This design comes from an exercise in tuning for small area, a short achievable clock period and few clock cycles per item on the open sky130 flow, not from production work.
The RTL was checked by simulation tests, not by an equivalence proof against the original design.
No activity file was given, so power comes from the tool's default toggle rates.

## job 3047
==> flow/design.v <==
`timescale 1ns/10ps
module LBP (
	input  clk,
	input  reset,
	output reg [13:0] gray_addr,
	output reg        gray_req,
	input             gray_ready,
	input      [7:0]  gray_data,
	output reg        lbp_valid,
	output reg [13:0] lbp_addr,
	output reg [7:0]  lbp_data,
	output reg        finish
);
	localparam H = 8;            
	wire [6:0] row = gray_addr[13:7];
	wire [6:0] col = gray_addr[6:0];
	reg  [2:0] s;                
	reg        endc;             
	reg        ends;             
	reg        last;             
	wire [6:0] row_step = {{4{endc}}, {2{ends}}, 1'b1};
	always @(posedge clk) begin
		if (reset) begin
			gray_req  <= 1'b0;
			lbp_valid <= 1'b0;
			finish    <= 1'b0;
		end else begin
			gray_req  <= gray_ready & ~finish & ~(gray_req & last);
			lbp_valid <= gray_req & (s >= 3'd2) & (col >= 7'd2);
			if (gray_req & last) finish <= 1'b1;
		end
	end
	always @(posedge clk) begin
		if (gray_req) begin
			{gray_addr[6:0], s} <= {col, s} + 10'd1;
			gray_addr[13:7] <= row + row_step;
		end else begin
			{gray_addr, s} <= 17'd0;
		end
	end
	always @(posedge clk) begin
		endc <= (s == 3'd6);
		ends <= (s == 3'd6) & (col == 7'd127);
		last <= (s == 3'd6) & (col == 7'd127) & (row == 7'd126);
	end
	reg [7:0] d [0:H];
	integer i;
	always @(posedge clk) begin
		d[0] <= gray_data;
		for (i = 1; i <= H; i = i + 1) d[i] <= d[i-1];
	end
	function [1:0] tcmp;
		input [7:0] a, b;
		reg [7:0] g, e;
		reg [3:0] g2, e2;
		reg [1:0] g4, e4;
		integer k;
		begin
			g = a & ~b; e = ~(a ^ b);
			for (k = 0; k < 4; k = k + 1) begin
				g2[k] = g[2*k+1] | (e[2*k+1] & g[2*k]);
				e2[k] = e[2*k+1] & e[2*k];
			end
			for (k = 0; k < 2; k = k + 1) begin
				g4[k] = g2[2*k+1] | (e2[2*k+1] & g2[2*k]);
				e4[k] = e2[2*k+1] & e2[2*k];
			end
			tcmp = {g4[1] | (e4[1] & g4[0]), e4[1] & e4[0]};
		end
	endfunction
	wire [7:0] c = d[H];
	wire [1:0] r_dg = tcmp(gray_data, c), r_hz = tcmp(d[0], c);
	wire [1:0] r_ad = tcmp(d[1], c),      r_vt = tcmp(d[H-1], c);
	wire ge_dg = r_dg[1] | r_dg[0],  le_dg = ~r_dg[1];
	wire ge_hz = r_hz[1] | r_hz[0],  le_hz = ~r_hz[1];
	wire ge_ad = r_ad[1] | r_ad[0],  le_ad = ~r_ad[1];
	wire ge_vt = r_vt[1] | r_vt[0],  le_vt = ~r_vt[1];
	reg [H:0]   q_dg;    
	reg [H-1:0] q_hz;
	reg [H-2:0] q_ad;
	reg         q_vt;
	always @(posedge clk) begin
		q_dg <= {q_dg[H-1:0], le_dg};
		q_hz <= {q_hz[H-2:0], le_hz};
		q_ad <= {q_ad[H-3:0], le_ad};
		q_vt <= le_vt;
	end
	always @(posedge clk) begin
		lbp_addr <= {row - 7'd1, col - 7'd1};
		lbp_data <= {ge_dg, ge_vt, q_ad[H-2], ge_hz, q_hz[H-1], ge_ad, q_vt, q_dg[H]};
	end
endmodule
Settings: LEC_CHECK=0, CAP_MARGIN=20, CORE_MARGIN=2, CORE_UTILIZATION=40, CTS_BUF_LIST=sky130_fd_sc_hd__clkbuf_8, SETUP_SLACK_MARGIN=2.5, SLEW_MARGIN=20; clock period 4.0 ns.
run.sh (not shown) runs the stock make flow with config.mk's settings and CLKGATE_MAP_FILE= SYNTH_SCRIPT=/design/flow/synth_recipe.tcl, a recipe that flattens the netlist after the stock synthesis.
Job 3047 finished every stage and its layout cleared the timing, design-rule and antenna checks.
Testbench counts of job 3047, summed over its fixed seeds: cycles 344,080, images 16.
diff inputs: job 3047 => job 9680
==> flow/flow/run.sh (new file) <==
#!/bin/bash
# Standard layout with custom clock tree synthesis arguments.
set -euo pipefail
bash standard.sh finish "CTS_ARGS=-sink_clustering_enable -repair_clock_nets -root_buf sky130_fd_sc_hd__clkbuf_16 -buf_list sky130_fd_sc_hd__clkbuf_8 -sink_clustering_size 30 -sink_clustering_levels 1 -dont_use_dummy_load" > standard_flow.log 2>&1
==> flow/standard.sh (new file) <==
#!/bin/bash
# synth_recipe.tcl (not shown) runs the flow's synth.tcl, then flattens the netlist and writes it again
# the make line also repeats each setting of config.mk as NAME=value (left out here)
make -C /OpenROAD-flow-scripts/flow DESIGN_CONFIG=/design/flow/config.mk WORK_HOME=/design/flow/orfs CLKGATE_MAP_FILE= SYNTH_SCRIPT=/design/flow/synth_recipe.tcl "${@:-finish}"
diff --git a/flow/config.mk b/flow/config.mk
--- a/flow/config.mk
+++ b/flow/config.mk
@@ -9,5 +9,4 @@
 export CORE_MARGIN = 2
-export CORE_UTILIZATION = 40
-export CTS_BUF_LIST = sky130_fd_sc_hd__clkbuf_8
-export SETUP_SLACK_MARGIN = 2.5
+export CORE_UTILIZATION = 60
+export SETUP_SLACK_MARGIN = 2.2
 export SLEW_MARGIN = 20
removed: flow/run.sh
--- outcome ---
Taking job 3047 as the reference point, the setup clock skew after layout of job 9680 rises by 0.011 ns.
Net switching power figure (job 9680 vs. job 3047) decreases by more than 10%
The lower global-route usage over all layers came out of job 3047.

==> separate check: timing with driven ports <==
The flow's constraints put no driver on any port. The routed layouts listed below were extracted and timed again, unchanged, in two steps. Step 1 (the two cells are an assumption about what drives the block):
set clk [get_ports {clk}]
set_driving_cell -lib_cell sky130_fd_sc_hd__clkbuf_16 $clk
set_driving_cell -lib_cell sky130_fd_sc_hd__buf_2 [delete_from_list [all_inputs] $clk]
Step 2 adds t to the input delays and takes it off the output delays; t is the mean of the earliest and latest rising clock arrival at the registers after step 1. Input paths then give back, and output paths get back, about the clock's delay inside the block. Three values: ideal ports, drivers, drivers and shift; two values: the first two.
run | t (ns) | slack for setup (ns) | hold slack, ns | slew at the worst register clock pin (ns) | worst slew at a driven data input, ns
job 3047 | 0.451 | 2.228 / 2.196 / 2.070 | 0.325 / 0.325 / 0.325 | 0.08 / 0.08 | 0.03
job 9680 | 0.376 | 2.225 / 2.215 / 1.862 | 0.309 / 0.309 / 0.309 | 0.07 / 0.07 | 0.03
After both steps setup and hold are still met in every run listed. For job 9680, which loses most, drivers alone change the setup slack by -0.010 ns; drivers and shift together by -0.363 ns.
